Source: an optimization exercise on an open RTL-to-GDS flow (aim: small area and a short achievable clock period). Production flows keep margins and buffers that such runs may drop.
Only simulation tests tie the RTL to the original design; equivalence was not proved.
Power figures rest on the tool's default switching activity, not on a simulated workload.

==> flow/design.v <==
module cmx_add (
    input [31:0] a,
    input [31:0] b,
    input sub_flag,
    output [31:0] c
  );
  wire signed [15:0] a_real = a[15:0];
  wire signed [15:0] a_img = a[31:16];
  wire signed [15:0] b_real = b[15:0];
  wire signed [15:0] b_img = b[31:16];
  wire [15:0] c_real = (sub_flag)? (a_real - b_real):
       a_real + b_real;
  wire [15:0] c_img = (sub_flag)? (a_img - b_img):
       a_img + b_img;
  assign c = {c_img, c_real};     
endmodule
module bfu_internal(
    input [31:0] a,
    input [31:0] b,
    output [31:0] c_plus,
    output [31:0] c_minus
  );
  cmx_add u0_cmx_add_plus(
    .a(a),
    .b(b),
    .sub_flag(1'h0),
    .c(c_plus)
  );
  cmx_add u1_cmx_add_minus(
    .a(a),
    .b(b),
    .sub_flag(1'h1),
    .c(c_minus)
  );
endmodule
module cmx_mult # (parameter AWIDTH = 16, BWIDTH = 16)
  (
    input clk,
    input reset_n,
    input signed [AWIDTH-1:0]      ar, ai,
    input signed [BWIDTH-1:0]      br, bi,
    output signed [AWIDTH+BWIDTH:0] pr, pi
  );
  reg signed [AWIDTH-1:0] ai_d, ai_dd, ai_ddd, ai_dddd   ;
  reg signed [AWIDTH-1:0] ar_d, ar_dd, ar_ddd, ar_dddd   ;
  reg signed [BWIDTH-1:0] bi_d, bi_dd, bi_ddd, br_d, br_dd, br_ddd ;
  reg signed [AWIDTH:0]  addcommon     ;
  reg signed [BWIDTH:0]  addr, addi     ;
  reg signed [AWIDTH+BWIDTH:0] mult0, multr, multi, pr_int, pi_int  ;
  reg signed [AWIDTH+BWIDTH:0] common, commonr1, commonr2   ;
  always @(posedge clk or negedge reset_n)
  begin
    if (!reset_n)
    begin
      ar_d   <= 'h0;
      ar_dd  <= 'h0;
      ai_d   <= 'h0;
      ai_dd  <= 'h0;
      br_d   <= 'h0;
      br_dd  <= 'h0;
      br_ddd <= 'h0;
      bi_d   <= 'h0;
      bi_dd  <= 'h0;
      bi_ddd <= 'h0;
    end
    else
    begin
      ar_d   <= ar;
      ar_dd  <= ar_d;
      ai_d   <= ai;
      ai_dd  <= ai_d;
      br_d   <= br;
      br_dd  <= br_d;
      br_ddd <= br_dd;
      bi_d   <= bi;
      bi_dd  <= bi_d;
      bi_ddd <= bi_dd;
    end
  end
  always @(posedge clk or negedge reset_n)
  begin
    if (!reset_n)
    begin
      addcommon <= 'h0;
      mult0     <= 'h0;
      common    <= 'h0;
    end
    else
    begin
      addcommon <= ar_d - ai_d;
      mult0     <= addcommon * bi_dd;
      common    <= mult0;
    end
  end
  always @(posedge clk or negedge reset_n)
  begin
    if (!reset_n)
    begin
      ar_ddd   <= 'h0;
      ar_dddd  <= 'h0;
      addr     <= 'h0;
      multr    <= 'h0;
      commonr1 <= 'h0;
      pr_int   <= 'h0;
    end
    else
    begin
      ar_ddd   <= ar_dd;
      ar_dddd  <= ar_ddd;
      addr     <= br_ddd - bi_ddd;
      multr    <= addr * ar_dddd;
      commonr1 <= common;
      pr_int   <= multr + commonr1;
    end
  end
  always @(posedge clk or negedge reset_n)
  begin
    if (!reset_n)
    begin
      ai_ddd   <= 'h0;
      ai_dddd  <= 'h0;
      addi     <= 'h0;
      multi    <= 'h0;
      commonr2 <= 'h0;
      pi_int   <= 'h0;
    end
    else
    begin
      ai_ddd   <= ai_dd;
      ai_dddd  <= ai_ddd;
      addi     <= br_ddd + bi_ddd;
      multi    <= addi * ai_dddd;
      commonr2 <= common;
      pi_int   <= multi + commonr2;
    end
  end
  assign pr = pr_int;
  assign pi = pi_int;
endmodule  
module delay_buffer #(
    parameter  BIT_WIDTH = 32,
    parameter  DELAY_STAGES = 6
  ) (
    input clk,
    input reset_n,
    input [BIT_WIDTH-1:0] buf_in,
    output [BIT_WIDTH-1:0] buf_out
  );
  reg [BIT_WIDTH-1:0] r_stages [0:DELAY_STAGES-1];
  integer  i;
  always @(posedge clk or negedge reset_n)
  begin
    if (!reset_n)
    begin
      for (i=0; i<DELAY_STAGES; i=i+1)
      begin
        r_stages[i] <= 'h0;
      end
    end
    else
    begin
      r_stages[0] <= buf_in;
      for (i=0; i<(DELAY_STAGES-1); i=i+1)
      begin
        r_stages[i+1] <= r_stages[i];
      end
    end
  end
  assign buf_out = r_stages[DELAY_STAGES-1];
endmodule
module rom_async (
	addr,
	data
);
	parameter WIDTH = 8;
	parameter DEPTH = 256;
	parameter INIT_F = "";
	localparam ADDRW = $clog2(DEPTH);
	input wire [ADDRW - 1:0] addr;
	output reg [WIDTH - 1:0] data;
	reg [WIDTH - 1:0] memory [0:DEPTH - 1];
	initial begin
		$readmemh("tw_rom_p_8_st_1_q_8.mem", memory);
	end
	always @(*) data = memory[addr];
endmodule
module tw_rom #(parameter ROM_DEPTH = 4,
                  parameter ROM_WIDTH = 32,
                  parameter ROM_FILE = "tw_rom.mem",
                  parameter A_WIDTH = $clog2(ROM_DEPTH)
                 ) (
                   input [A_WIDTH-1:0] addr,
                   output  signed [15:0] tw_real,
                   output  signed [15:0] tw_img
                 );
  rom_async #(
              .WIDTH(ROM_WIDTH),
              .DEPTH(ROM_DEPTH),
              .INIT_F(ROM_FILE)
            ) tw_rom(
              .addr(addr),
              .data({tw_img, tw_real})
            );
endmodule
module bfu_dif_top
  #(parameter  Q_POINT = 8,
    parameter  TW_ROM_DEPTH = 4,
    parameter ADDR_W = $clog2(TW_ROM_DEPTH),
    parameter TW_ROM_FILE = "tw_rom_p_8_st_1_q_8.mem")
   (
     input clk,
     input reset_n,
     input [31:0] a,
     input [31:0] b,
     input [ADDR_W-1:0] tw_addr,
     output [31:0] c_plus,
     output [31:0] c_minus
   );
  function [11:0] kmul;
    input k;
    input [3:0] n;
    begin
      kmul[0] = (k & ~n[3] & ~n[2] & ~n[1] & n[0]) | (k & ~n[3] & ~n[2] & n[1] & n[0]) | (k & ~n[3] & n[2] & ~n[1] & n[0]) | (k & ~n[3] & n[2] & n[1] & n[0]) | (k & n[3] & ~n[2] & ~n[1] & n[0]) | (k & n[3] & ~n[2] & n[1] & n[0]) | (k & n[3] & n[2] & ~n[1] & n[0]) | (k & n[3] & n[2] & n[1] & n[0]);
      kmul[1] = (k & ~n[3] & ~n[2] & n[1] & ~n[0]) | (k & ~n[3] & ~n[2] & n[1] & n[0]) | (k & ~n[3] & n[2] & n[1] & ~n[0]) | (k & ~n[3] & n[2] & n[1] & n[0]) | (k & n[3] & ~n[2] & n[1] & ~n[0]) | (k & n[3] & ~n[2] & n[1] & n[0]) | (k & n[3] & n[2] & n[1] & ~n[0]) | (k & n[3] & n[2] & n[1] & n[0]);
      kmul[2] = (k & ~n[3] & ~n[2] & ~n[1] & n[0]) | (k & ~n[3] & ~n[2] & n[1] & n[0]) | (k & ~n[3] & n[2] & ~n[1] & ~n[0]) | (k & ~n[3] & n[2] & n[1] & ~n[0]) | (k & n[3] & ~n[2] & ~n[1] & n[0]) | (k & n[3] & ~n[2] & n[1] & n[0]) | (k & n[3] & n[2] & ~n[1] & ~n[0]) | (k & n[3] & n[2] & n[1] & ~n[0]);
      kmul[3] = (k & ~n[3] & ~n[2] & n[1] & ~n[0]) | (k & ~n[3] & ~n[2] & n[1] & n[0]) | (k & ~n[3] & n[2] & ~n[1] & n[0]) | (k & ~n[3] & n[2] & n[1] & ~n[0]) | (k & n[3] & ~n[2] & ~n[1] & ~n[0]) | (k & n[3] & ~n[2] & ~n[1] & n[0]) | (k & n[3] & n[2] & ~n[1] & ~n[0]) | (k & n[3] & n[2] & n[1] & n[0]);
      kmul[4] = (k & ~n[3] & ~n[2] & ~n[1] & n[0]) | (k & ~n[3] & ~n[2] & n[1] & n[0]) | (k & ~n[3] & n[2] & ~n[1] & ~n[0]) | (k & ~n[3] & n[2] & n[1] & ~n[0]) | (k & ~n[3] & n[2] & n[1] & n[0]) | (k & n[3] & ~n[2] & ~n[1] & n[0]) | (k & n[3] & ~n[2] & n[1] & ~n[0]) | (k & n[3] & n[2] & ~n[1] & ~n[0]) | (k & n[3] & n[2] & ~n[1] & n[0]) | (k & n[3] & n[2] & n[1] & n[0]);
      kmul[5] = (k & ~n[3] & ~n[2] & ~n[1] & n[0]) | (k & ~n[3] & ~n[2] & n[1] & ~n[0]) | (k & ~n[3] & n[2] & n[1] & ~n[0]) | (k & ~n[3] & n[2] & n[1] & n[0]) | (k & n[3] & ~n[2] & ~n[1] & ~n[0]) | (k & n[3] & n[2] & ~n[1] & ~n[0]) | (k & n[3] & n[2] & ~n[1] & n[0]) | (k & n[3] & n[2] & n[1] & ~n[0]);
      kmul[6] = (k & ~n[3] & ~n[2] & n[1] & ~n[0]) | (k & ~n[3] & n[2] & ~n[1] & ~n[0]) | (k & ~n[3] & n[2] & n[1] & n[0]) | (k & n[3] & ~n[2] & ~n[1] & n[0]) | (k & n[3] & ~n[2] & n[1] & n[0]) | (k & n[3] & n[2] & ~n[1] & ~n[0]) | (k & n[3] & n[2] & n[1] & ~n[0]);
      kmul[7] = (k & ~n[3] & ~n[2] & ~n[1] & n[0]) | (k & ~n[3] & n[2] & ~n[1] & ~n[0]) | (k & ~n[3] & n[2] & ~n[1] & n[0]) | (k & ~n[3] & n[2] & n[1] & n[0]) | (k & n[3] & ~n[2] & ~n[1] & ~n[0]) | (k & n[3] & ~n[2] & n[1] & n[0]) | (k & n[3] & n[2] & n[1] & ~n[0]) | (k & n[3] & n[2] & n[1] & n[0]);
      kmul[8] = (~k & ~n[3] & ~n[2] & ~n[1] & n[0]) | (~k & ~n[3] & ~n[2] & n[1] & n[0]) | (~k & ~n[3] & n[2] & ~n[1] & n[0]) | (~k & ~n[3] & n[2] & n[1] & n[0]) | (~k & n[3] & ~n[2] & ~n[1] & n[0]) | (~k & n[3] & ~n[2] & n[1] & n[0]) | (~k & n[3] & n[2] & ~n[1] & n[0]) | (~k & n[3] & n[2] & n[1] & n[0]) | (k & ~n[3] & ~n[2] & n[1] & ~n[0]) | (k & ~n[3] & n[2] & ~n[1] & n[0]) | (k & n[3] & ~n[2] & ~n[1] & ~n[0]) | (k & n[3] & ~n[2] & n[1] & ~n[0]) | (k & n[3] & ~n[2] & n[1] & n[0]) | (k & n[3] & n[2] & ~n[1] & n[0]) | (k & n[3] & n[2] & n[1] & ~n[0]);
      kmul[9] = (~k & ~n[3] & ~n[2] & n[1] & ~n[0]) | (~k & ~n[3] & ~n[2] & n[1] & n[0]) | (~k & ~n[3] & n[2] & n[1] & ~n[0]) | (~k & ~n[3] & n[2] & n[1] & n[0]) | (~k & n[3] & ~n[2] & n[1] & ~n[0]) | (~k & n[3] & ~n[2] & n[1] & n[0]) | (~k & n[3] & n[2] & n[1] & ~n[0]) | (~k & n[3] & n[2] & n[1] & n[0]) | (k & ~n[3] & ~n[2] & n[1] & n[0]) | (k & ~n[3] & n[2] & ~n[1] & ~n[0]) | (k & ~n[3] & n[2] & ~n[1] & n[0]) | (k & n[3] & ~n[2] & ~n[1] & n[0]) | (k & n[3] & ~n[2] & n[1] & ~n[0]) | (k & n[3] & ~n[2] & n[1] & n[0]) | (k & n[3] & n[2] & n[1] & n[0]);
      kmul[10] = (~k & ~n[3] & n[2] & ~n[1] & ~n[0]) | (~k & ~n[3] & n[2] & ~n[1] & n[0]) | (~k & ~n[3] & n[2] & n[1] & ~n[0]) | (~k & ~n[3] & n[2] & n[1] & n[0]) | (~k & n[3] & n[2] & ~n[1] & ~n[0]) | (~k & n[3] & n[2] & ~n[1] & n[0]) | (~k & n[3] & n[2] & n[1] & ~n[0]) | (~k & n[3] & n[2] & n[1] & n[0]) | (k & ~n[3] & n[2] & n[1] & ~n[0]) | (k & ~n[3] & n[2] & n[1] & n[0]) | (k & n[3] & ~n[2] & ~n[1] & ~n[0]) | (k & n[3] & ~n[2] & ~n[1] & n[0]) | (k & n[3] & ~n[2] & n[1] & ~n[0]) | (k & n[3] & ~n[2] & n[1] & n[0]);
      kmul[11] = (~k & n[3] & ~n[2] & ~n[1] & ~n[0]) | (~k & n[3] & ~n[2] & ~n[1] & n[0]) | (~k & n[3] & ~n[2] & n[1] & ~n[0]) | (~k & n[3] & ~n[2] & n[1] & n[0]) | (~k & n[3] & n[2] & ~n[1] & ~n[0]) | (~k & n[3] & n[2] & ~n[1] & n[0]) | (~k & n[3] & n[2] & n[1] & ~n[0]) | (~k & n[3] & n[2] & n[1] & n[0]) | (k & n[3] & n[2] & ~n[1] & ~n[0]) | (k & n[3] & n[2] & ~n[1] & n[0]) | (k & n[3] & n[2] & n[1] & ~n[0]) | (k & n[3] & n[2] & n[1] & n[0]);
    end
  endfunction
  function [7:0] kmul_top;
    input k;
    input [1:0] n;
    begin
      kmul_top[0] = (k & ~n[1] & n[0]) | (k & n[1] & n[0]);
      kmul_top[1] = (k & n[1] & ~n[0]) | (k & n[1] & n[0]);
      kmul_top[2] = (k & ~n[1] & n[0]) | (k & n[1] & ~n[0]);
      kmul_top[3] = (k & n[1] & n[0]);
      kmul_top[4] = (k & ~n[1] & n[0]) | (k & n[1] & ~n[0]);
      kmul_top[5] = (k & ~n[1] & n[0]);
      kmul_top[6] = (k & n[1] & n[0]);
      kmul_top[7] = (k & ~n[1] & n[0]) | (k & n[1] & ~n[0]);
    end
  endfunction
  wire [8:0] srL = {1'b0, a[7:0]} + {1'b0, b[7:0]};
  wire [8:0] siL = {1'b0, a[23:16]} + {1'b0, b[23:16]};
  wire [8:0] ndL = {1'b0, b[7:0]} + {1'b0, ~a[7:0]} + {1'b1};
  wire [8:0] diL = {1'b0, a[23:16]} + {1'b0, ~b[23:16]} + {1'b1};
  reg [7:0] sr1, si1, nd1, di1;
  reg csr1, csi1, cnd1, cdi1;
  reg [7:0] arh1, aih1, brh1, bih1;
  reg r1_z2, r1_t3, r1_z0, r1_c;
  reg i1_nz0, i1_nz2, i1_nt3;
  reg k1;
  always @(posedge clk) begin
    sr1 <= srL[7:0]; si1 <= siL[7:0]; nd1 <= ndL[7:0]; di1 <= diL[7:0];
    csr1 <= srL[8]; csi1 <= siL[8]; cnd1 <= ndL[8]; cdi1 <= diL[8];
    arh1 <= a[15:8]; aih1 <= a[31:24]; brh1 <= b[15:8]; bih1 <= b[31:24];
    r1_z2 <= tw_addr == 2'd2; r1_t3 <= tw_addr == 2'd3; r1_z0 <= tw_addr == 2'd0; r1_c <= ~tw_addr[1];
    i1_nz0 <= tw_addr != 2'd0; i1_nz2 <= tw_addr != 2'd2; i1_nt3 <= tw_addr != 2'd3;
    k1 <= tw_addr[0];
  end
  wire [7:0] srH_a = arh1;
  wire [7:0] srH_b = brh1;
  wire srH_p0 = srH_a[0] ^ srH_b[0];
  wire srH_g0 = (srH_a[0] & srH_b[0]) | (csr1 & (srH_a[0] ^ srH_b[0]));
  wire srH_p1 = srH_a[1] ^ srH_b[1];
  wire srH_g1 = srH_a[1] & srH_b[1];
  wire srH_p2 = srH_a[2] ^ srH_b[2];
  wire srH_g2 = srH_a[2] & srH_b[2];
  wire srH_p3 = srH_a[3] ^ srH_b[3];
  wire srH_g3 = srH_a[3] & srH_b[3];
  wire srH_p4 = srH_a[4] ^ srH_b[4];
  wire srH_g4 = srH_a[4] & srH_b[4];
  wire srH_p5 = srH_a[5] ^ srH_b[5];
  wire srH_g5 = srH_a[5] & srH_b[5];
  wire srH_p6 = srH_a[6] ^ srH_b[6];
  wire srH_g6 = srH_a[6] & srH_b[6];
  wire srH_p7 = srH_a[7] ^ srH_b[7];
  wire srH_g7 = srH_a[7] & srH_b[7];
  wire srH_U0_1 = srH_g1 | (srH_p1 & srH_g0);
  wire srH_V0_1 = srH_p1 & srH_p0;
  wire srH_U0_3 = srH_g3 | (srH_p3 & srH_g2);
  wire srH_V0_3 = srH_p3 & srH_p2;
  wire srH_U0_5 = srH_g5 | (srH_p5 & srH_g4);
  wire srH_V0_5 = srH_p5 & srH_p4;
  wire srH_U0_7 = srH_g7 | (srH_p7 & srH_g6);
  wire srH_V0_7 = srH_p7 & srH_p6;
  wire srH_U1_3 = srH_U0_3 | (srH_V0_3 & srH_U0_1);
  wire srH_V1_3 = srH_V0_3 & srH_V0_1;
  wire srH_U1_7 = srH_U0_7 | (srH_V0_7 & srH_U0_5);
  wire srH_V1_7 = srH_V0_7 & srH_V0_5;
  wire srH_U2_7 = srH_U1_7 | (srH_V1_7 & srH_U1_3);
  wire srH_V2_7 = srH_V1_7 & srH_V1_3;
  wire srH_D4_5 = srH_U0_5 | (srH_V0_5 & srH_U1_3);
  wire srH_E4_5 = srH_V0_5 & srH_V1_3;
  wire srH_D5_2 = srH_g2 | (srH_p2 & srH_U0_1);
  wire srH_E5_2 = srH_p2 & srH_V0_1;
  wire srH_D5_4 = srH_g4 | (srH_p4 & srH_U1_3);
  wire srH_E5_4 = srH_p4 & srH_V1_3;
  wire srH_D5_6 = srH_g6 | (srH_p6 & srH_D4_5);
  wire srH_E5_6 = srH_p6 & srH_E4_5;
  wire srH_s0 = srH_p0 ^ csr1;
  wire srH_s1 = srH_p1 ^ srH_g0;
  wire srH_s2 = srH_p2 ^ srH_U0_1;
  wire srH_s3 = srH_p3 ^ srH_D5_2;
  wire srH_s4 = srH_p4 ^ srH_U1_3;
  wire srH_s5 = srH_p5 ^ srH_D5_4;
  wire srH_s6 = srH_p6 ^ srH_D4_5;
  wire srH_s7 = srH_p7 ^ srH_D5_6;
  wire [7:0] srH = {srH_s7, srH_s6, srH_s5, srH_s4, srH_s3, srH_s2, srH_s1, srH_s0};
  wire srH_co = srH_U2_7;
  wire [7:0] siH_a = aih1;
  wire [7:0] siH_b = bih1;
  wire siH_p0 = siH_a[0] ^ siH_b[0];
  wire siH_g0 = (siH_a[0] & siH_b[0]) | (csi1 & (siH_a[0] ^ siH_b[0]));
  wire siH_p1 = siH_a[1] ^ siH_b[1];
  wire siH_g1 = siH_a[1] & siH_b[1];
  wire siH_p2 = siH_a[2] ^ siH_b[2];
  wire siH_g2 = siH_a[2] & siH_b[2];
  wire siH_p3 = siH_a[3] ^ siH_b[3];
  wire siH_g3 = siH_a[3] & siH_b[3];
  wire siH_p4 = siH_a[4] ^ siH_b[4];
  wire siH_g4 = siH_a[4] & siH_b[4];
  wire siH_p5 = siH_a[5] ^ siH_b[5];
  wire siH_g5 = siH_a[5] & siH_b[5];
  wire siH_p6 = siH_a[6] ^ siH_b[6];
  wire siH_g6 = siH_a[6] & siH_b[6];
  wire siH_p7 = siH_a[7] ^ siH_b[7];
  wire siH_g7 = siH_a[7] & siH_b[7];
  wire siH_U0_1 = siH_g1 | (siH_p1 & siH_g0);
  wire siH_V0_1 = siH_p1 & siH_p0;
  wire siH_U0_3 = siH_g3 | (siH_p3 & siH_g2);
  wire siH_V0_3 = siH_p3 & siH_p2;
  wire siH_U0_5 = siH_g5 | (siH_p5 & siH_g4);
  wire siH_V0_5 = siH_p5 & siH_p4;
  wire siH_U0_7 = siH_g7 | (siH_p7 & siH_g6);
  wire siH_V0_7 = siH_p7 & siH_p6;
  wire siH_U1_3 = siH_U0_3 | (siH_V0_3 & siH_U0_1);
  wire siH_V1_3 = siH_V0_3 & siH_V0_1;
  wire siH_U1_7 = siH_U0_7 | (siH_V0_7 & siH_U0_5);
  wire siH_V1_7 = siH_V0_7 & siH_V0_5;
  wire siH_U2_7 = siH_U1_7 | (siH_V1_7 & siH_U1_3);
  wire siH_V2_7 = siH_V1_7 & siH_V1_3;
  wire siH_D4_5 = siH_U0_5 | (siH_V0_5 & siH_U1_3);
  wire siH_E4_5 = siH_V0_5 & siH_V1_3;
  wire siH_D5_2 = siH_g2 | (siH_p2 & siH_U0_1);
  wire siH_E5_2 = siH_p2 & siH_V0_1;
  wire siH_D5_4 = siH_g4 | (siH_p4 & siH_U1_3);
  wire siH_E5_4 = siH_p4 & siH_V1_3;
  wire siH_D5_6 = siH_g6 | (siH_p6 & siH_D4_5);
  wire siH_E5_6 = siH_p6 & siH_E4_5;
  wire siH_s0 = siH_p0 ^ csi1;
  wire siH_s1 = siH_p1 ^ siH_g0;
  wire siH_s2 = siH_p2 ^ siH_U0_1;
  wire siH_s3 = siH_p3 ^ siH_D5_2;
  wire siH_s4 = siH_p4 ^ siH_U1_3;
  wire siH_s5 = siH_p5 ^ siH_D5_4;
  wire siH_s6 = siH_p6 ^ siH_D4_5;
  wire siH_s7 = siH_p7 ^ siH_D5_6;
  wire [7:0] siH = {siH_s7, siH_s6, siH_s5, siH_s4, siH_s3, siH_s2, siH_s1, siH_s0};
  wire siH_co = siH_U2_7;
  wire [7:0] ndH_a = brh1;
  wire [7:0] ndH_b = ~arh1;
  wire ndH_p0 = ndH_a[0] ^ ndH_b[0];
  wire ndH_g0 = (ndH_a[0] & ndH_b[0]) | (cnd1 & (ndH_a[0] ^ ndH_b[0]));
  wire ndH_p1 = ndH_a[1] ^ ndH_b[1];
  wire ndH_g1 = ndH_a[1] & ndH_b[1];
  wire ndH_p2 = ndH_a[2] ^ ndH_b[2];
  wire ndH_g2 = ndH_a[2] & ndH_b[2];
  wire ndH_p3 = ndH_a[3] ^ ndH_b[3];
  wire ndH_g3 = ndH_a[3] & ndH_b[3];
  wire ndH_p4 = ndH_a[4] ^ ndH_b[4];
  wire ndH_g4 = ndH_a[4] & ndH_b[4];
  wire ndH_p5 = ndH_a[5] ^ ndH_b[5];
  wire ndH_g5 = ndH_a[5] & ndH_b[5];
  wire ndH_p6 = ndH_a[6] ^ ndH_b[6];
  wire ndH_g6 = ndH_a[6] & ndH_b[6];
  wire ndH_p7 = ndH_a[7] ^ ndH_b[7];
  wire ndH_g7 = ndH_a[7] & ndH_b[7];
  wire ndH_U0_1 = ndH_g1 | (ndH_p1 & ndH_g0);
  wire ndH_V0_1 = ndH_p1 & ndH_p0;
  wire ndH_U0_3 = ndH_g3 | (ndH_p3 & ndH_g2);
  wire ndH_V0_3 = ndH_p3 & ndH_p2;
  wire ndH_U0_5 = ndH_g5 | (ndH_p5 & ndH_g4);
  wire ndH_V0_5 = ndH_p5 & ndH_p4;
  wire ndH_U0_7 = ndH_g7 | (ndH_p7 & ndH_g6);
  wire ndH_V0_7 = ndH_p7 & ndH_p6;
  wire ndH_U1_3 = ndH_U0_3 | (ndH_V0_3 & ndH_U0_1);
  wire ndH_V1_3 = ndH_V0_3 & ndH_V0_1;
  wire ndH_U1_7 = ndH_U0_7 | (ndH_V0_7 & ndH_U0_5);
  wire ndH_V1_7 = ndH_V0_7 & ndH_V0_5;
  wire ndH_U2_7 = ndH_U1_7 | (ndH_V1_7 & ndH_U1_3);
  wire ndH_V2_7 = ndH_V1_7 & ndH_V1_3;
  wire ndH_D4_5 = ndH_U0_5 | (ndH_V0_5 & ndH_U1_3);
  wire ndH_E4_5 = ndH_V0_5 & ndH_V1_3;
  wire ndH_D5_2 = ndH_g2 | (ndH_p2 & ndH_U0_1);
  wire ndH_E5_2 = ndH_p2 & ndH_V0_1;
  wire ndH_D5_4 = ndH_g4 | (ndH_p4 & ndH_U1_3);
  wire ndH_E5_4 = ndH_p4 & ndH_V1_3;
  wire ndH_D5_6 = ndH_g6 | (ndH_p6 & ndH_D4_5);
  wire ndH_E5_6 = ndH_p6 & ndH_E4_5;
  wire ndH_s0 = ndH_p0 ^ cnd1;
  wire ndH_s1 = ndH_p1 ^ ndH_g0;
  wire ndH_s2 = ndH_p2 ^ ndH_U0_1;
  wire ndH_s3 = ndH_p3 ^ ndH_D5_2;
  wire ndH_s4 = ndH_p4 ^ ndH_U1_3;
  wire ndH_s5 = ndH_p5 ^ ndH_D5_4;
  wire ndH_s6 = ndH_p6 ^ ndH_D4_5;
  wire ndH_s7 = ndH_p7 ^ ndH_D5_6;
  wire [7:0] ndH = {ndH_s7, ndH_s6, ndH_s5, ndH_s4, ndH_s3, ndH_s2, ndH_s1, ndH_s0};
  wire ndH_co = ndH_U2_7;
  wire [7:0] diH_a = aih1;
  wire [7:0] diH_b = ~bih1;
  wire diH_p0 = diH_a[0] ^ diH_b[0];
  wire diH_g0 = (diH_a[0] & diH_b[0]) | (cdi1 & (diH_a[0] ^ diH_b[0]));
  wire diH_p1 = diH_a[1] ^ diH_b[1];
  wire diH_g1 = diH_a[1] & diH_b[1];
  wire diH_p2 = diH_a[2] ^ diH_b[2];
  wire diH_g2 = diH_a[2] & diH_b[2];
  wire diH_p3 = diH_a[3] ^ diH_b[3];
  wire diH_g3 = diH_a[3] & diH_b[3];
  wire diH_p4 = diH_a[4] ^ diH_b[4];
  wire diH_g4 = diH_a[4] & diH_b[4];
  wire diH_p5 = diH_a[5] ^ diH_b[5];
  wire diH_g5 = diH_a[5] & diH_b[5];
  wire diH_p6 = diH_a[6] ^ diH_b[6];
  wire diH_g6 = diH_a[6] & diH_b[6];
  wire diH_p7 = diH_a[7] ^ diH_b[7];
  wire diH_g7 = diH_a[7] & diH_b[7];
  wire diH_U0_1 = diH_g1 | (diH_p1 & diH_g0);
  wire diH_V0_1 = diH_p1 & diH_p0;
  wire diH_U0_3 = diH_g3 | (diH_p3 & diH_g2);
  wire diH_V0_3 = diH_p3 & diH_p2;
  wire diH_U0_5 = diH_g5 | (diH_p5 & diH_g4);
  wire diH_V0_5 = diH_p5 & diH_p4;
  wire diH_U0_7 = diH_g7 | (diH_p7 & diH_g6);
  wire diH_V0_7 = diH_p7 & diH_p6;
  wire diH_U1_3 = diH_U0_3 | (diH_V0_3 & diH_U0_1);
  wire diH_V1_3 = diH_V0_3 & diH_V0_1;
  wire diH_U1_7 = diH_U0_7 | (diH_V0_7 & diH_U0_5);
  wire diH_V1_7 = diH_V0_7 & diH_V0_5;
  wire diH_U2_7 = diH_U1_7 | (diH_V1_7 & diH_U1_3);
  wire diH_V2_7 = diH_V1_7 & diH_V1_3;
  wire diH_D4_5 = diH_U0_5 | (diH_V0_5 & diH_U1_3);
  wire diH_E4_5 = diH_V0_5 & diH_V1_3;
  wire diH_D5_2 = diH_g2 | (diH_p2 & diH_U0_1);
  wire diH_E5_2 = diH_p2 & diH_V0_1;
  wire diH_D5_4 = diH_g4 | (diH_p4 & diH_U1_3);
  wire diH_E5_4 = diH_p4 & diH_V1_3;
  wire diH_D5_6 = diH_g6 | (diH_p6 & diH_D4_5);
  wire diH_E5_6 = diH_p6 & diH_E4_5;
  wire diH_s0 = diH_p0 ^ cdi1;
  wire diH_s1 = diH_p1 ^ diH_g0;
  wire diH_s2 = diH_p2 ^ diH_U0_1;
  wire diH_s3 = diH_p3 ^ diH_D5_2;
  wire diH_s4 = diH_p4 ^ diH_U1_3;
  wire diH_s5 = diH_p5 ^ diH_D5_4;
  wire diH_s6 = diH_p6 ^ diH_D4_5;
  wire diH_s7 = diH_p7 ^ diH_D5_6;
  wire [7:0] diH = {diH_s7, diH_s6, diH_s5, diH_s4, diH_s3, diH_s2, diH_s1, diH_s0};
  wire diH_co = diH_U2_7;
  wire [7:0] xrL = r1_z2 ? 8'd0 : (r1_t3 ? nd1 : ~nd1);
  wire [7:0] yrL = r1_z0 ? 8'd0 : di1;
  wire [7:0] xiL = i1_nz0 ? nd1 : 8'd0;
  wire [7:0] yiL = i1_nz2 ? (i1_nt3 ? di1 : ~di1) : 8'd0;
  wire [8:0] urL = {1'b0, xrL} + {1'b0, yrL} + {r1_c};
  wire [8:0] uiL = {1'b0, xiL} + {1'b0, yiL} + {~i1_nt3};
  reg [31:0] p2;
  reg [7:0] ndh2, dih2, url2, uil2;
  reg cur2, cui2, ndz2;
  reg r2_z2, r2_t3, r2_z0;
  reg i2_nz0, i2_nz2, i2_nt3;
  reg k2, nk2;
  always @(posedge clk) begin
    p2 <= {siH, si1, srH, sr1};
    ndh2 <= ndH; dih2 <= diH;
    url2 <= urL[7:0]; uil2 <= uiL[7:0]; cur2 <= urL[8]; cui2 <= uiL[8];
    ndz2 <= nd1 != 8'd0;
    r2_z2 <= r1_z2; r2_t3 <= r1_t3; r2_z0 <= r1_z0;
    i2_nz0 <= i1_nz0; i2_nz2 <= i1_nz2; i2_nt3 <= i1_nt3;
    k2 <= k1; nk2 <= ~k1;
  end
  wire nd_neg = ndh2[7] & (ndh2[6:0] != 7'd0 | ndz2);
  wire [9:0] ndxH = {{2{nd_neg}}, ndh2};
  wire [9:0] dixH = {{2{dih2[7]}}, dih2};
  wire [9:0] xrH = r2_z2 ? 10'd0 : (r2_t3 ? ndxH : ~ndxH);
  wire [9:0] yrH = r2_z0 ? 10'd0 : dixH;
  wire [9:0] xiH = i2_nz0 ? ndxH : 10'd0;
  wire [9:0] yiH = i2_nz2 ? (i2_nt3 ? dixH : ~dixH) : 10'd0;
  wire [10:0] urH = {1'b0, xrH} + {1'b0, yrH} + {cur2};
  wire [10:0] uiH = {1'b0, xiH} + {1'b0, yiH} + {cui2};
  wire [11:0] rlo_t0 = kmul(k2, url2[3:0]), rlo_t1 = kmul(k2, url2[7:4]);
  wire [11:0] ilo_t0 = kmul(~nk2, uil2[3:0]), ilo_t1 = kmul(~nk2, uil2[7:4]);
  wire [4:0] rlo_c = {1'b0, rlo_t0[7:4]} + {1'b0, rlo_t1[3:0]};
  wire [4:0] ilo_c = {1'b0, ilo_t0[7:4]} + {1'b0, ilo_t1[3:0]};
  reg [31:0] p3;
  reg [9:0] urh3, uih3;
  reg [3:0] rt03, it03;
  reg [7:0] rt13, it13;
  reg rqc3, iqc3;
  reg k3, nk3;
  always @(posedge clk) begin
    p3 <= p2;
    urh3 <= urH[9:0]; uih3 <= uiH[9:0];
    rt03 <= rlo_t0[11:8]; rt13 <= rlo_t1[11:4];
    it03 <= ilo_t0[11:8]; it13 <= ilo_t1[11:4];
    rqc3 <= rlo_c[4]; iqc3 <= ilo_c[4];
    k3 <= k2; nk3 <= nk2;
  end
  wire [11:0] rx2 = kmul(k3, urh3[3:0]), rx3 = kmul(k3, urh3[7:4]);
  wire [8:0] rxa = {1'b0, rx2[7:0]} + {1'b0, {rx3[3:0], 4'd0}};
  wire [7:0] rxv = rxa[7:0];
  wire rxco = rxa[8];
  wire [11:0] ix2 = kmul(~nk3, uih3[3:0]), ix3 = kmul(~nk3, uih3[7:4]);
  wire [8:0] ixa = {1'b0, ix2[7:0]} + {1'b0, {ix3[3:0], 4'd0}};
  wire [7:0] ixv = ixa[7:0];
  wire ixco = ixa[8];
  wire [7:0] rqa_a = rt13;
  wire [7:0] rqa_b = {4'd0, rt03};
  wire rqa_p0 = rqa_a[0] ^ rqa_b[0];
  wire rqa_g0 = (rqa_a[0] & rqa_b[0]) | (rqc3 & (rqa_a[0] ^ rqa_b[0]));
  wire rqa_p1 = rqa_a[1] ^ rqa_b[1];
  wire rqa_g1 = rqa_a[1] & rqa_b[1];
  wire rqa_p2 = rqa_a[2] ^ rqa_b[2];
  wire rqa_g2 = rqa_a[2] & rqa_b[2];
  wire rqa_p3 = rqa_a[3] ^ rqa_b[3];
  wire rqa_g3 = rqa_a[3] & rqa_b[3];
  wire rqa_p4 = rqa_a[4] ^ rqa_b[4];
  wire rqa_g4 = rqa_a[4] & rqa_b[4];
  wire rqa_p5 = rqa_a[5] ^ rqa_b[5];
  wire rqa_g5 = rqa_a[5] & rqa_b[5];
  wire rqa_p6 = rqa_a[6] ^ rqa_b[6];
  wire rqa_g6 = rqa_a[6] & rqa_b[6];
  wire rqa_p7 = rqa_a[7] ^ rqa_b[7];
  wire rqa_g7 = rqa_a[7] & rqa_b[7];
  wire rqa_U0_1 = rqa_g1 | (rqa_p1 & rqa_g0);
  wire rqa_V0_1 = rqa_p1 & rqa_p0;
  wire rqa_U0_3 = rqa_g3 | (rqa_p3 & rqa_g2);
  wire rqa_V0_3 = rqa_p3 & rqa_p2;
  wire rqa_U0_5 = rqa_g5 | (rqa_p5 & rqa_g4);
  wire rqa_V0_5 = rqa_p5 & rqa_p4;
  wire rqa_U0_7 = rqa_g7 | (rqa_p7 & rqa_g6);
  wire rqa_V0_7 = rqa_p7 & rqa_p6;
  wire rqa_U1_3 = rqa_U0_3 | (rqa_V0_3 & rqa_U0_1);
  wire rqa_V1_3 = rqa_V0_3 & rqa_V0_1;
  wire rqa_U1_7 = rqa_U0_7 | (rqa_V0_7 & rqa_U0_5);
  wire rqa_V1_7 = rqa_V0_7 & rqa_V0_5;
  wire rqa_U2_7 = rqa_U1_7 | (rqa_V1_7 & rqa_U1_3);
  wire rqa_V2_7 = rqa_V1_7 & rqa_V1_3;
  wire rqa_D4_5 = rqa_U0_5 | (rqa_V0_5 & rqa_U1_3);
  wire rqa_E4_5 = rqa_V0_5 & rqa_V1_3;
  wire rqa_D5_2 = rqa_g2 | (rqa_p2 & rqa_U0_1);
  wire rqa_E5_2 = rqa_p2 & rqa_V0_1;
  wire rqa_D5_4 = rqa_g4 | (rqa_p4 & rqa_U1_3);
  wire rqa_E5_4 = rqa_p4 & rqa_V1_3;
  wire rqa_D5_6 = rqa_g6 | (rqa_p6 & rqa_D4_5);
  wire rqa_E5_6 = rqa_p6 & rqa_E4_5;
  wire rqa_s0 = rqa_p0 ^ rqc3;
  wire rqa_s1 = rqa_p1 ^ rqa_g0;
  wire rqa_s2 = rqa_p2 ^ rqa_U0_1;
  wire rqa_s3 = rqa_p3 ^ rqa_D5_2;
  wire rqa_s4 = rqa_p4 ^ rqa_U1_3;
  wire rqa_s5 = rqa_p5 ^ rqa_D5_4;
  wire rqa_s6 = rqa_p6 ^ rqa_D4_5;
  wire rqa_s7 = rqa_p7 ^ rqa_D5_6;
  wire [7:0] rqa = {rqa_s7, rqa_s6, rqa_s5, rqa_s4, rqa_s3, rqa_s2, rqa_s1, rqa_s0};
  wire rqa_co = rqa_U2_7;
  wire [7:0] iqa_a = it13;
  wire [7:0] iqa_b = {4'd0, it03};
  wire iqa_p0 = iqa_a[0] ^ iqa_b[0];
  wire iqa_g0 = (iqa_a[0] & iqa_b[0]) | (iqc3 & (iqa_a[0] ^ iqa_b[0]));
  wire iqa_p1 = iqa_a[1] ^ iqa_b[1];
  wire iqa_g1 = iqa_a[1] & iqa_b[1];
  wire iqa_p2 = iqa_a[2] ^ iqa_b[2];
  wire iqa_g2 = iqa_a[2] & iqa_b[2];
  wire iqa_p3 = iqa_a[3] ^ iqa_b[3];
  wire iqa_g3 = iqa_a[3] & iqa_b[3];
  wire iqa_p4 = iqa_a[4] ^ iqa_b[4];
  wire iqa_g4 = iqa_a[4] & iqa_b[4];
  wire iqa_p5 = iqa_a[5] ^ iqa_b[5];
  wire iqa_g5 = iqa_a[5] & iqa_b[5];
  wire iqa_p6 = iqa_a[6] ^ iqa_b[6];
  wire iqa_g6 = iqa_a[6] & iqa_b[6];
  wire iqa_p7 = iqa_a[7] ^ iqa_b[7];
  wire iqa_g7 = iqa_a[7] & iqa_b[7];
  wire iqa_U0_1 = iqa_g1 | (iqa_p1 & iqa_g0);
  wire iqa_V0_1 = iqa_p1 & iqa_p0;
  wire iqa_U0_3 = iqa_g3 | (iqa_p3 & iqa_g2);
  wire iqa_V0_3 = iqa_p3 & iqa_p2;
  wire iqa_U0_5 = iqa_g5 | (iqa_p5 & iqa_g4);
  wire iqa_V0_5 = iqa_p5 & iqa_p4;
  wire iqa_U0_7 = iqa_g7 | (iqa_p7 & iqa_g6);
  wire iqa_V0_7 = iqa_p7 & iqa_p6;
  wire iqa_U1_3 = iqa_U0_3 | (iqa_V0_3 & iqa_U0_1);
  wire iqa_V1_3 = iqa_V0_3 & iqa_V0_1;
  wire iqa_U1_7 = iqa_U0_7 | (iqa_V0_7 & iqa_U0_5);
  wire iqa_V1_7 = iqa_V0_7 & iqa_V0_5;
  wire iqa_U2_7 = iqa_U1_7 | (iqa_V1_7 & iqa_U1_3);
  wire iqa_V2_7 = iqa_V1_7 & iqa_V1_3;
  wire iqa_D4_5 = iqa_U0_5 | (iqa_V0_5 & iqa_U1_3);
  wire iqa_E4_5 = iqa_V0_5 & iqa_V1_3;
  wire iqa_D5_2 = iqa_g2 | (iqa_p2 & iqa_U0_1);
  wire iqa_E5_2 = iqa_p2 & iqa_V0_1;
  wire iqa_D5_4 = iqa_g4 | (iqa_p4 & iqa_U1_3);
  wire iqa_E5_4 = iqa_p4 & iqa_V1_3;
  wire iqa_D5_6 = iqa_g6 | (iqa_p6 & iqa_D4_5);
  wire iqa_E5_6 = iqa_p6 & iqa_E4_5;
  wire iqa_s0 = iqa_p0 ^ iqc3;
  wire iqa_s1 = iqa_p1 ^ iqa_g0;
  wire iqa_s2 = iqa_p2 ^ iqa_U0_1;
  wire iqa_s3 = iqa_p3 ^ iqa_D5_2;
  wire iqa_s4 = iqa_p4 ^ iqa_U1_3;
  wire iqa_s5 = iqa_p5 ^ iqa_D5_4;
  wire iqa_s6 = iqa_p6 ^ iqa_D4_5;
  wire iqa_s7 = iqa_p7 ^ iqa_D5_6;
  wire [7:0] iqa = {iqa_s7, iqa_s6, iqa_s5, iqa_s4, iqa_s3, iqa_s2, iqa_s1, iqa_s0};
  wire iqa_co = iqa_U2_7;
  reg [31:0] p4;
  reg [9:0] urh4, uih4;
  reg [7:0] rq4, iq4, rx4, ix4;
  reg rxc4, ixc4;
  reg k4, nk4;
  always @(posedge clk) begin
    p4 <= p3;
    urh4 <= urh3; uih4 <= uih3;
    rq4 <= rqa; iq4 <= iqa;
    rx4 <= rxv; ix4 <= ixv; rxc4 <= rxco; ixc4 <= ixco;
    k4 <= k3; nk4 <= nk3;
  end
  wire [11:0] rT2 = kmul(k4, urh4[3:0]), rT3 = kmul(k4, urh4[7:4]);
  wire [7:0] rT4 = kmul_top(k4, urh4[9:8]);
  wire [8:0] rsb = {1'b0, rq4} + {1'b0, rx4};
  wire [7:0] rsbv = rsb[7:0];
  wire rcba = rsb[8], rcbb = rxc4;
  wire rc_cs0 = rT2[8] ^ rT3[4] ^ rT4[0];
  wire rc_cc0 = (rT2[8] & rT3[4]) | (rT2[8] & rT4[0]) | (rT3[4] & rT4[0]);
  wire rc_cs1 = rT2[9] ^ rT3[5] ^ rT4[1];
  wire rc_cc1 = (rT2[9] & rT3[5]) | (rT2[9] & rT4[1]) | (rT3[5] & rT4[1]);
  wire rc_cs2 = rT2[10] ^ rT3[6] ^ rT4[2];
  wire rc_cc2 = (rT2[10] & rT3[6]) | (rT2[10] & rT4[2]) | (rT3[6] & rT4[2]);
  wire rc_cs3 = rT2[11] ^ rT3[7] ^ rT4[3];
  wire rc_cc3 = (rT2[11] & rT3[7]) | (rT2[11] & rT4[3]) | (rT3[7] & rT4[3]);
  wire rc_cs4 = 1'b0 ^ rT3[8] ^ rT4[4];
  wire rc_cc4 = (1'b0 & rT3[8]) | (1'b0 & rT4[4]) | (rT3[8] & rT4[4]);
  wire rc_cs5 = 1'b0 ^ rT3[9] ^ rT4[5];
  wire rc_cc5 = (1'b0 & rT3[9]) | (1'b0 & rT4[5]) | (rT3[9] & rT4[5]);
  wire rc_cs6 = 1'b0 ^ rT3[10] ^ rT4[6];
  wire rc_cc6 = (1'b0 & rT3[10]) | (1'b0 & rT4[6]) | (rT3[10] & rT4[6]);
  wire rc_cs7 = 1'b0 ^ rT3[11] ^ rT4[7];
  wire rc_cc7 = (1'b0 & rT3[11]) | (1'b0 & rT4[7]) | (rT3[11] & rT4[7]);
  wire [7:0] rcS = {rc_cs7, rc_cs6, rc_cs5, rc_cs4, rc_cs3, rc_cs2, rc_cs1, rc_cs0};
  wire [6:0] rcC = {rc_cc6, rc_cc5, rc_cc4, rc_cc3, rc_cc2, rc_cc1, rc_cc0};
  wire [11:0] iT2 = kmul(~nk4, uih4[3:0]), iT3 = kmul(~nk4, uih4[7:4]);
  wire [7:0] iT4 = kmul_top(~nk4, uih4[9:8]);
  wire [8:0] isb = {1'b0, iq4} + {1'b0, ix4};
  wire [7:0] isbv = isb[7:0];
  wire icba = isb[8], icbb = ixc4;
  wire ic_cs0 = iT2[8] ^ iT3[4] ^ iT4[0];
  wire ic_cc0 = (iT2[8] & iT3[4]) | (iT2[8] & iT4[0]) | (iT3[4] & iT4[0]);
  wire ic_cs1 = iT2[9] ^ iT3[5] ^ iT4[1];
  wire ic_cc1 = (iT2[9] & iT3[5]) | (iT2[9] & iT4[1]) | (iT3[5] & iT4[1]);
  wire ic_cs2 = iT2[10] ^ iT3[6] ^ iT4[2];
  wire ic_cc2 = (iT2[10] & iT3[6]) | (iT2[10] & iT4[2]) | (iT3[6] & iT4[2]);
  wire ic_cs3 = iT2[11] ^ iT3[7] ^ iT4[3];
  wire ic_cc3 = (iT2[11] & iT3[7]) | (iT2[11] & iT4[3]) | (iT3[7] & iT4[3]);
  wire ic_cs4 = 1'b0 ^ iT3[8] ^ iT4[4];
  wire ic_cc4 = (1'b0 & iT3[8]) | (1'b0 & iT4[4]) | (iT3[8] & iT4[4]);
  wire ic_cs5 = 1'b0 ^ iT3[9] ^ iT4[5];
  wire ic_cc5 = (1'b0 & iT3[9]) | (1'b0 & iT4[5]) | (iT3[9] & iT4[5]);
  wire ic_cs6 = 1'b0 ^ iT3[10] ^ iT4[6];
  wire ic_cc6 = (1'b0 & iT3[10]) | (1'b0 & iT4[6]) | (iT3[10] & iT4[6]);
  wire ic_cs7 = 1'b0 ^ iT3[11] ^ iT4[7];
  wire ic_cc7 = (1'b0 & iT3[11]) | (1'b0 & iT4[7]) | (iT3[11] & iT4[7]);
  wire [7:0] icS = {ic_cs7, ic_cs6, ic_cs5, ic_cs4, ic_cs3, ic_cs2, ic_cs1, ic_cs0};
  wire [6:0] icC = {ic_cc6, ic_cc5, ic_cc4, ic_cc3, ic_cc2, ic_cc1, ic_cc0};
  reg [31:0] p5;
  reg [7:0] rb5, ib5, rs5, is5;
  reg [6:0] rk5, ik5;
  reg rc5a, rc5b, ic5a, ic5b;
  always @(posedge clk) begin
    p5 <= p4;
    rb5 <= rsbv; ib5 <= isbv; rs5 <= rcS; is5 <= icS; rk5 <= rcC; ik5 <= icC;
    rc5a <= rcba; rc5b <= rcbb; ic5a <= icba; ic5b <= icbb;
  end
  wire [7:0] rfin_a = rs5;
  wire [7:0] rfin_b = {rk5, rc5a};
  wire rfin_p0 = rfin_a[0] ^ rfin_b[0];
  wire rfin_g0 = (rfin_a[0] & rfin_b[0]) | (rc5b & (rfin_a[0] ^ rfin_b[0]));
  wire rfin_p1 = rfin_a[1] ^ rfin_b[1];
  wire rfin_g1 = rfin_a[1] & rfin_b[1];
  wire rfin_p2 = rfin_a[2] ^ rfin_b[2];
  wire rfin_g2 = rfin_a[2] & rfin_b[2];
  wire rfin_p3 = rfin_a[3] ^ rfin_b[3];
  wire rfin_g3 = rfin_a[3] & rfin_b[3];
  wire rfin_p4 = rfin_a[4] ^ rfin_b[4];
  wire rfin_g4 = rfin_a[4] & rfin_b[4];
  wire rfin_p5 = rfin_a[5] ^ rfin_b[5];
  wire rfin_g5 = rfin_a[5] & rfin_b[5];
  wire rfin_p6 = rfin_a[6] ^ rfin_b[6];
  wire rfin_g6 = rfin_a[6] & rfin_b[6];
  wire rfin_p7 = rfin_a[7] ^ rfin_b[7];
  wire rfin_g7 = rfin_a[7] & rfin_b[7];
  wire rfin_U0_1 = rfin_g1 | (rfin_p1 & rfin_g0);
  wire rfin_V0_1 = rfin_p1 & rfin_p0;
  wire rfin_U0_3 = rfin_g3 | (rfin_p3 & rfin_g2);
  wire rfin_V0_3 = rfin_p3 & rfin_p2;
  wire rfin_U0_5 = rfin_g5 | (rfin_p5 & rfin_g4);
  wire rfin_V0_5 = rfin_p5 & rfin_p4;
  wire rfin_U0_7 = rfin_g7 | (rfin_p7 & rfin_g6);
  wire rfin_V0_7 = rfin_p7 & rfin_p6;
  wire rfin_U1_3 = rfin_U0_3 | (rfin_V0_3 & rfin_U0_1);
  wire rfin_V1_3 = rfin_V0_3 & rfin_V0_1;
  wire rfin_U1_7 = rfin_U0_7 | (rfin_V0_7 & rfin_U0_5);
  wire rfin_V1_7 = rfin_V0_7 & rfin_V0_5;
  wire rfin_U2_7 = rfin_U1_7 | (rfin_V1_7 & rfin_U1_3);
  wire rfin_V2_7 = rfin_V1_7 & rfin_V1_3;
  wire rfin_D4_5 = rfin_U0_5 | (rfin_V0_5 & rfin_U1_3);
  wire rfin_E4_5 = rfin_V0_5 & rfin_V1_3;
  wire rfin_D5_2 = rfin_g2 | (rfin_p2 & rfin_U0_1);
  wire rfin_E5_2 = rfin_p2 & rfin_V0_1;
  wire rfin_D5_4 = rfin_g4 | (rfin_p4 & rfin_U1_3);
  wire rfin_E5_4 = rfin_p4 & rfin_V1_3;
  wire rfin_D5_6 = rfin_g6 | (rfin_p6 & rfin_D4_5);
  wire rfin_E5_6 = rfin_p6 & rfin_E4_5;
  wire rfin_s0 = rfin_p0 ^ rc5b;
  wire rfin_s1 = rfin_p1 ^ rfin_g0;
  wire rfin_s2 = rfin_p2 ^ rfin_U0_1;
  wire rfin_s3 = rfin_p3 ^ rfin_D5_2;
  wire rfin_s4 = rfin_p4 ^ rfin_U1_3;
  wire rfin_s5 = rfin_p5 ^ rfin_D5_4;
  wire rfin_s6 = rfin_p6 ^ rfin_D4_5;
  wire rfin_s7 = rfin_p7 ^ rfin_D5_6;
  wire [7:0] rfin = {rfin_s7, rfin_s6, rfin_s5, rfin_s4, rfin_s3, rfin_s2, rfin_s1, rfin_s0};
  wire rfin_co = rfin_U2_7;
  wire [7:0] ifin_a = is5;
  wire [7:0] ifin_b = {ik5, ic5a};
  wire ifin_p0 = ifin_a[0] ^ ifin_b[0];
  wire ifin_g0 = (ifin_a[0] & ifin_b[0]) | (ic5b & (ifin_a[0] ^ ifin_b[0]));
  wire ifin_p1 = ifin_a[1] ^ ifin_b[1];
  wire ifin_g1 = ifin_a[1] & ifin_b[1];
  wire ifin_p2 = ifin_a[2] ^ ifin_b[2];
  wire ifin_g2 = ifin_a[2] & ifin_b[2];
  wire ifin_p3 = ifin_a[3] ^ ifin_b[3];
  wire ifin_g3 = ifin_a[3] & ifin_b[3];
  wire ifin_p4 = ifin_a[4] ^ ifin_b[4];
  wire ifin_g4 = ifin_a[4] & ifin_b[4];
  wire ifin_p5 = ifin_a[5] ^ ifin_b[5];
  wire ifin_g5 = ifin_a[5] & ifin_b[5];
  wire ifin_p6 = ifin_a[6] ^ ifin_b[6];
  wire ifin_g6 = ifin_a[6] & ifin_b[6];
  wire ifin_p7 = ifin_a[7] ^ ifin_b[7];
  wire ifin_g7 = ifin_a[7] & ifin_b[7];
  wire ifin_U0_1 = ifin_g1 | (ifin_p1 & ifin_g0);
  wire ifin_V0_1 = ifin_p1 & ifin_p0;
  wire ifin_U0_3 = ifin_g3 | (ifin_p3 & ifin_g2);
  wire ifin_V0_3 = ifin_p3 & ifin_p2;
  wire ifin_U0_5 = ifin_g5 | (ifin_p5 & ifin_g4);
  wire ifin_V0_5 = ifin_p5 & ifin_p4;
  wire ifin_U0_7 = ifin_g7 | (ifin_p7 & ifin_g6);
  wire ifin_V0_7 = ifin_p7 & ifin_p6;
  wire ifin_U1_3 = ifin_U0_3 | (ifin_V0_3 & ifin_U0_1);
  wire ifin_V1_3 = ifin_V0_3 & ifin_V0_1;
  wire ifin_U1_7 = ifin_U0_7 | (ifin_V0_7 & ifin_U0_5);
  wire ifin_V1_7 = ifin_V0_7 & ifin_V0_5;
  wire ifin_U2_7 = ifin_U1_7 | (ifin_V1_7 & ifin_U1_3);
  wire ifin_V2_7 = ifin_V1_7 & ifin_V1_3;
  wire ifin_D4_5 = ifin_U0_5 | (ifin_V0_5 & ifin_U1_3);
  wire ifin_E4_5 = ifin_V0_5 & ifin_V1_3;
  wire ifin_D5_2 = ifin_g2 | (ifin_p2 & ifin_U0_1);
  wire ifin_E5_2 = ifin_p2 & ifin_V0_1;
  wire ifin_D5_4 = ifin_g4 | (ifin_p4 & ifin_U1_3);
  wire ifin_E5_4 = ifin_p4 & ifin_V1_3;
  wire ifin_D5_6 = ifin_g6 | (ifin_p6 & ifin_D4_5);
  wire ifin_E5_6 = ifin_p6 & ifin_E4_5;
  wire ifin_s0 = ifin_p0 ^ ic5b;
  wire ifin_s1 = ifin_p1 ^ ifin_g0;
  wire ifin_s2 = ifin_p2 ^ ifin_U0_1;
  wire ifin_s3 = ifin_p3 ^ ifin_D5_2;
  wire ifin_s4 = ifin_p4 ^ ifin_U1_3;
  wire ifin_s5 = ifin_p5 ^ ifin_D5_4;
  wire ifin_s6 = ifin_p6 ^ ifin_D4_5;
  wire ifin_s7 = ifin_p7 ^ ifin_D5_6;
  wire [7:0] ifin = {ifin_s7, ifin_s6, ifin_s5, ifin_s4, ifin_s3, ifin_s2, ifin_s1, ifin_s0};
  wire ifin_co = ifin_U2_7;
  reg [31:0] p6, m6;
  always @(posedge clk) begin
    p6 <= p5;
    m6 <= {ifin, ib5, rfin, rb5};
  end
  assign c_plus = p6;
  assign c_minus = m6;
endmodule
==> flow/tw_rom_p_8_st_1_q_8.mem <==
00000100
FF4B00B5
FF000000
FF4BFF4B
==> flow/flow/run.sh <==
#!/bin/bash
# Standard layout, with the ports buffered by buf_2 cells instead of the
# cell buffer_ports picks by default, and a clock tree with larger sink
# clusters and no dummy loads. Each ORFS step logs under orfs/logs/.
set -euo pipefail
bash standard.sh BUFFER_PORTS_ARGS="-buffer_cell sky130_fd_sc_hd__buf_2" \
  CTS_ARGS="-sink_clustering_enable -repair_clock_nets -dont_use_dummy_load -sink_clustering_size 18 -sink_clustering_max_diameter 60 -buf_list sky130_fd_sc_hd__clkbuf_8" \
  finish > standard.log 2>&1
==> flow/standard.sh <==
#!/bin/bash
# synth_recipe.tcl (not shown) runs the flow's synth.tcl, then flattens the netlist and writes it again
# the make line also repeats each setting of config.mk as NAME=value (left out here)
make -C /OpenROAD-flow-scripts/flow DESIGN_CONFIG=/design/flow/config.mk WORK_HOME=/design/flow/orfs CLKGATE_MAP_FILE= SYNTH_SCRIPT=/design/flow/synth_recipe.tcl "${@:-finish}"
==> flow/config.mk <==
export PLATFORM = sky130hd
export DESIGN_NAME = bfu_dif_top
export DESIGN_NICKNAME = bfu_dif_top
export VERILOG_FILES = /design/flow/design.v
export SDC_FILE = /design/flow/constraint.sdc
export NUM_CORES = 4
export LEC_CHECK = 0
export CAP_MARGIN = 20
export CORE_MARGIN = 2
export CORE_UTILIZATION = 40
export SETUP_SLACK_MARGIN = 4.1
export SLEW_MARGIN = 20
==> flow/constraint.sdc <==
create_clock -name core_clock -period 6.5 [get_ports {clk}]
set_input_delay 1.3000 -clock core_clock [delete_from_list [all_inputs] [get_ports {clk}]]
set_output_delay 1.3000 -clock core_clock [all_outputs]
set_load 0.01 [all_outputs]
==> metrics.yaml, run 1 <==
status:
  status: "no timing/DRC/antenna violations"
timing:
  period_share_pct: 36.4
  fin_ws_ns: 4.14
  skew_ns: 0.0501
  rsz0062_at_grt: "yes"
  setup_tns_ns: 0
  max_freq_ghz: 0.423
  fin_crit_ns: 2.36
  slew_violations: 0
  setup_viol: 0
  hold_violations: 0
  slew_headroom_pct: 51.0
  tightest_slew_ns: 0.717
  whs_ns: 0.281
power:
  swShare_pct: 34.4
  p_clk_share_pct: 15.1
  p_sw_mw: 3.11
  leakagePower_nw: 9.18
  p_seq_share_pct: 49.4
  p_int_mw: 5.91
  p_per_area_mw_per_mm2: 445
  comb_power_share_pct: 35.5
  ir_drop_uv: 257
floorplanning:
  dieHeight_um: 216
  core_mm2: 0.0444
  fp-row-count: 77
  die_w_um: 216
  die_area_mm2: 0.0468
  ios: 132
  initial_core_util_pct: 40.6
final_layout:
  area_growth_syn_to_layout_pct: 12.3
  final_util_pct: 45.6
  nets: 2080
  final_area_mm2: 0.0203
  drive_gt1_share_pct: 15.1
  nFillCells: 4120
cts:
  clk_path_buf_depth: 3
  path_clk_slew_ns: 0.11
  root_buffer: "clkbuf_8"
  cts_num_sinks: 463
  cts_hold_buf: 0
  cts_tree: "yes"
  cts_made_buffers: 38
  htree_levels: 2
  clk_latency_ns: 0.59
critical_path:
  r2r_setup_slack_ns: 4.19
  slowest_stage: "dfxtp_2"
  critPathRequiredTime_ns: 5.20
  end_kind: "output port"
  crit_path_start_kind: "flop"
  cp_max_fo: 1
  crit_family: "flip-flops"
  cp.arrival_ns: 1.06
  cp_cell_sequence: "buf_6"
  crit_buf_inv: 1
  max_stage_delay_ns: 0.34
  reg2reg_from: "rc5a"
  ff2ff_path_depth: 11
  reg2reg_to: "m6[15]"
  path_class: "reg -> out"
routing:
  wl_per_cell_um: 12.6
  drt-pass1-iter-count: 5
  drc: 0
  vias: 11000
  routed_wl_um: 30500
  drt_iter0_drc: 388
  route.detailed.vias_per_inst: 4.57
  detail-route-antenna-nets: 0
synth:
  synth-seq-cells: 463
  synth_top_area_cell: "dfxtp_1"
  yosys.cell_types.count: 58
  netlist.area_leader.share_pct: 51.4
  avgSynthCellArea_um2: 10.6
  synthFlopType: "dfxtp_1"
  synth_fp_nets: 1954
  syn_inst: 1696
  yosysSeqAreaShare_pct: 51.4
  synth_edf_count: 0
  yosys_warnings: 1
  synth.area.top_cells: "dfxtp_1, ha_1, fa_1"
  ys_async_sr_fraction_pct: 0
  syn-cell-area_mm2: 0.0180
grt:
  grt_pass1_wl_um: 51200
  grt_overflow: 0
  antenna_found_initial: 3
  grt_usage_pct: 13.2
  grt_max_degree: 22
  grt_pass1_vias: 10900
worst_hold_path:
  hp-start: "sr1[6]"
  hold_path_depth: 0
  min_to: "p2[6]"
  worstHoldPathType: "reg -> reg"
placement:
  gp_congestion: 0.793
  place_ws_ns: 3.64
  port_buffers: 130
  placedInstanceArea_mm2: 0.0194
  dpl.hpwl_um: 23000
job:
  maxCapViolCount: 0
## flip-flops by register name, indices dropped and copies added (netlist names), 10 cells and up
name  cells
p6       32
p2       32
urh3     10
p4       32
uih4     10
urh4     10
p3       32
uih3     10
p5       32
m6       32
## worst max path at each step
stage / from / cells past startpoint / slack, ns / endpoint
2_1_floorplan: a[16] / 8 / 3.97 / di1[6]
3_3_place_gp: b[0] / 9 / 3.65 / nd1[6]
3_5_place_dp: b[0] / 9 / 3.64 / sr1[6]
4_1_cts: p6[23] / 1 / 4.07 / c_plus[23]
5_1_grt: i1_nt3 / 9 / 4.06 / cui2
6_report: p6[23] / 1 / 4.14 / c_plus[23]
## cells by family (layout without fill, tap and decap cells)
kind of cell	count (synthesis)	count (layout)	synth area share [%]
AO/OA/AOI/OAI	284	284	9.82
XOR/XNOR	147	147	7.13
adder cells (fa/ha/maj)	190	190	15.7
buffers and inverters	194	318	4.23
flip-flops	463	463	51.4
multiplexers	3	3	0.173
other	0	1	0
AND/OR/NAND/NOR	415	415	11.6
## power by group through the flow
| stage | combinational, mW | sequential, mW | clock [mW] |
|---|---|---|---|
| floorplan | 2.55 | 4.23 | 0 |
| global placement | 3.06 | 4.48 | 0 |
| detailed placement | 3.15 | 4.51 | 0 |
| CTS | 3.21 | 4.45 | 1.45 |
| global route | 3.68 | 4.59 | 1.55 |
| finish | 3.20 | 4.45 | 1.36 |
## synth_stat cells, drive strengths merged, types with 10 or more instances
library cell and instances:
a211oi 16, a21o 27, a21oi 96, a31oi 10, and2 50, and3 10, buf 25, clkbuf 26
dfxtp 463, fa 60, ha 130, inv 143, nand2 77, nand2b 30, nor2 110, nor2b 58
nor3 31, o21ai 66, o21bai 16, or2 11, xnor2 91, xor2 56
## repair_timing
item | in CTS | in global routing
pin swaps | 6 | 13
resized for setup | 36 | 44
setup endpoints to repair | 36 | 43
hold endpoints to repair | 0 | 0
setup buffers | 3 | 4
## routing by layer
layer	vias to the layer above	global-route usage [%]	share of wire [%]
met5	-	0	0.085
met4	4	5.18	2.9
met3	58	2.98	4.3
met2	148	22.2	46
met1	5053	16.4	46
li1	5768	-	-
## metrics by stage
stage,total power [mW],cells
floorplan,6.79,1696
detailed placement,7.66,2367
global route,9.82,2413
finish,9.02,2413
CTS,9.12,2408
global placement,7.54,2367
## cell type report
type	instances	area, um^2	share of cell area [%]
antenna	1	2.50	0.0123
sequential	463	9320	46.0
clock buffer	38	523	2.58
multi-input combinational	1039	8280	40.9
timing repair buffer	137	816	4.02
inverter	143	589	2.91
tap	592	741	3.65
## cell usage in the layout, fill, tap and decap left out, types with 10 or more instances in the layout
master and n:
dfxtp_1 434, xnor2_1 89, nor3_1 30, buf_2 112, fa_1 45, nand2_1 77, nand2b_1 30, nor2b_1 57
clkbuf_8 38, ha_1 119, a211oi_1 16, and2_1 50, and3_1 10, ha_4 11, or2_2 10, o21bai_1 15
nor2_1 110, dfxtp_2 25, buf_6 18, a31oi_1 10, xor2_1 56, o21ai_0 61, a21o_1 27, inv_1 129
fa_2 15, a21oi_1 89
==> run 2: changes to the inputs <==
--- a/flow/config.mk
+++ b/flow/config.mk
@@ -10,2 +10,3 @@
 export CORE_UTILIZATION = 40
+export GPL_TIMING_DRIVEN = 0
 export SETUP_SLACK_MARGIN = 4.1
==> run 2 against run 1 <==
Effect of this change: still clean on timing, DRC and antenna; design area up 1.4%; die area unchanged; flip-flop and latch count unchanged; utilization up 0.64 points; setup slack worse by 0.036 ns; maximum frequency down 1.5%; clock power about the same; sequential share of layout area down 0.72 points; critical endpoint is now c_plus[22]; largest power group unchanged; highest routed layer unchanged.
==> metrics.yaml, run 2 <==
timing:
  fin_crit_ns: 2.40  # +0.0358 ns
  skew_ns: 0.0793  # +0.0292 ns
  fin_ws_ns: 4.10  # -0.0358 ns
  hold_violations: 0  # unchanged
  slew_headroom_pct: 46.6  # -4.4 points
  rsz0062_at_grt: "yes"
  setup_tns_ns: 0  # unchanged
  setup_viol: 0  # unchanged
  tightest_slew_ns: 0.782  # +0.0645 ns
  max_freq_ghz: 0.417  # -1.5%
  period_share_pct: 36.9  # +0.55 points
  slew_violations: 0  # unchanged
worst_hold_path:
  worstHoldPathType: "reg -> reg"
cts:
  cts_tree: "yes"
  root_buffer: "clkbuf_8"
  cts_num_sinks: 463  # unchanged
  htree_levels: 2  # unchanged
  clk_path_buf_depth: 3  # unchanged
  cts_made_buffers: 38  # unchanged
  cts_hold_buf: 0  # unchanged
  path_clk_slew_ns: 0.10  # about the same
  clk_latency_ns: 0.62  # +0.03 ns
critical_path:
  crit_family: "flip-flops"
  path_class: "reg -> out"
  crit_path_start_kind: "flop"
  critPathRequiredTime_ns: 5.20  # about the same
  cp_cell_sequence: "buf_6"
  cp.arrival_ns: 1.10  # +0.04 ns
  end_kind: "output port"
  crit_buf_inv: 1  # unchanged
  cp_max_fo: 1  # unchanged
  max_stage_delay_ns: 0.37  # +0.03 ns
  slowest_stage: "dfxtp_2"
synth:
  synth.area.top_cells: "dfxtp_1, ha_1, fa_1"
  synth-seq-cells: 463  # unchanged
  synthFlopType: "dfxtp_1"
  yosys.cell_types.count: 58  # unchanged
  netlist.area_leader.share_pct: 51.4  # unchanged
  syn_inst: 1696  # unchanged
  ys_async_sr_fraction_pct: 0  # unchanged
  yosysSeqAreaShare_pct: 51.4  # unchanged
  synth.most_common_cell: "dfxtp_1"
  synth_commonest_cells: "dfxtp_1, inv_1, ha_1"
  syn-cell-area_mm2: 0.0180  # unchanged
  synth_top_area_cell: "dfxtp_1"
  synth_fp_nets: 1954  # unchanged
  synth_edf_count: 0  # unchanged
  yosys_warnings: 1  # unchanged
  avgSynthCellArea_um2: 10.6  # unchanged
floorplanning:
  dieHeight_um: 216  # unchanged
  core_mm2: 0.0444  # unchanged
  initial_core_util_pct: 40.6  # unchanged
  die_area_mm2: 0.0468  # unchanged
  fp-row-count: 77  # unchanged
  ios: 132  # unchanged
  die_w_um: 216  # unchanged
power:
  ir_drop_uv: 255  # -0.92%
  p_per_area_mw_per_mm2: 442  # -0.53%
  leakagePower_nw: 9.34  # +1.8%
final_layout:
  area_growth_syn_to_layout_pct: 13.9
  layout_common_cells: "dfxtp_1, buf_2, inv_1"
  drive_gt1_share_pct: 16.3  # +1.3 points
  layout_commonest_cell: "dfxtp_1"
  diodes: 0  # -1
  nets: 2130  # +2.4%
grt:
  antenna_found_initial: 2  # -1
  grt_overflow: 0  # unchanged
  grt_pass1_vias: 11400  # +4.0%
  grt_max_degree: 19  # -14%
  grt_pass1_wl_um: 52200  # +1.8%
  grt_usage_pct: 13.4  # +0.20 points
routing:
  wl_per_cell_um: 12.6  # -0.34%
  detail-route-antenna-nets: 0  # unchanged
  drc: 0  # unchanged
  drt-pass1-iter-count: 5  # unchanged
  drt_iter0_drc: 395  # +1.8%
  vias: 11200  # +1.8%
  route.detailed.vias_per_inst: 4.56  # -0.19%
  routed_wl_um: 31000  # +1.7%
job:
  maxCapViolCount: 0  # unchanged
placement:
  gp_congestion: 0.804  # +1.4%
  port_buffers: 130  # unchanged
  dpl.hpwl_um: 23700  # +2.6%
  place_ws_ns: 3.63  # -0.0158 ns
status:
  status: "no timing/DRC/antenna violations"
run 2: cell counts after synthesis:
No cell type changed its count.
run 2: kinds of logic after synthesis:
logic type	share of synthesized area (%)
AO/OA/AOI/OAI	9.82
XOR/XNOR	7.13
adder cells (fa/ha/maj)	15.7
buffers and inverters	4.23
flip-flops	51.4
multiplexers	0.173
AND/OR/NAND/NOR	11.6
run 2: area by class of cell:
type | count | area (um^2)
buffer | 51 | 284
inverter | 143 | 589
multi-input combinational | 1039 | 8310
tap | 592 | 741
sequential | 463 | 9300
fill | 4101 | 23900
clock buffer | 38 | 523
timing repair buffer | 136 | 808
run 2: stage by stage:
stage                     utilization [%]  cell area [um^2]  hold WS (ns)  std cells  total power [mW]
after floorplan                         -             18300         0.310       1696              6.79
after global placement               44.4             19700         0.310       2418              7.62
after detailed placement             44.4             19700         0.312       2418              7.72
after CTS                            46.0             20400         0.299       2460              9.21
after global routing                 46.3             20600         0.296       2462              9.91
final                                46.3             20600         0.299       2462              9.09
run 2: power by group:
part           switching (mW)  leakage (nW)  internal (mW)  total (mW)
Combinational            1.85          5.17           1.63        3.48
Clock                   0.840         0.273          0.525        1.36
Sequential              0.442          3.90           3.80        4.24
Total                    3.13          9.34           5.96        9.09
run 2: routing by layer:
metal | vias up | global-route usage (%) | wire [um] | part of all wire, %
met1 | 5129 | 16.7 | 14400 | 47
met2 | 179 | 22.6 | 14300 | 46
li1 | 5858 | - | - | -
met3 | 64 | 2.76 | 1320 | 4.2
met5 | - | 0 | 26 | 0.084
met4 | 4 | 5.53 | 894 | 2.9
run 2: timing repair:
item,4_1_cts,5_1_grt
pin swaps,12,13
endpoints found under the setup margin,41,45
buffers inserted,4,2
gates resized for setup,54,36
run 2: path summary, 6_finish.rpt:
kind	start	endpoint	slack, ns	cells after the start
max reg2reg	rs5[0]	m6[15]	4.19	11
max	p6[22]	c_plus[22]	4.10	1
min	ib5[0]	m6[16]	0.30	0
min reg2reg	ib5[0]	m6[16]	0.30	0

-- separate check: timing with driven ports --
In the flow no input, the clock included, has a driving cell. The finished layouts below were timed again as built, in two steps.
Step 1: set_driving_cell puts a clkbuf_16 on clk and a buf_2 on each other input, an assumption about the parent block.
Step 2, shift: input delay + t, output delay - t, t = (earliest + latest rising clock arrival at the registers) / 2. This alone moves slack from input paths to output paths.
Slacks: ideal / step 1 / step 2; pairs: ideal / step 1.
run | t, ns | setup WS [ns] | cell pins on the clock port's net
run 1 | 0.627 | 4.136 / 4.083 / 3.633 | 1
run 2 | 0.631 | 4.100 / 4.052 / 3.650 | 1
After both steps setup and hold are still met in every run listed. For run 1, which loses most, drivers alone change the setup slack by -0.053 ns; drivers and shift together by -0.503 ns.
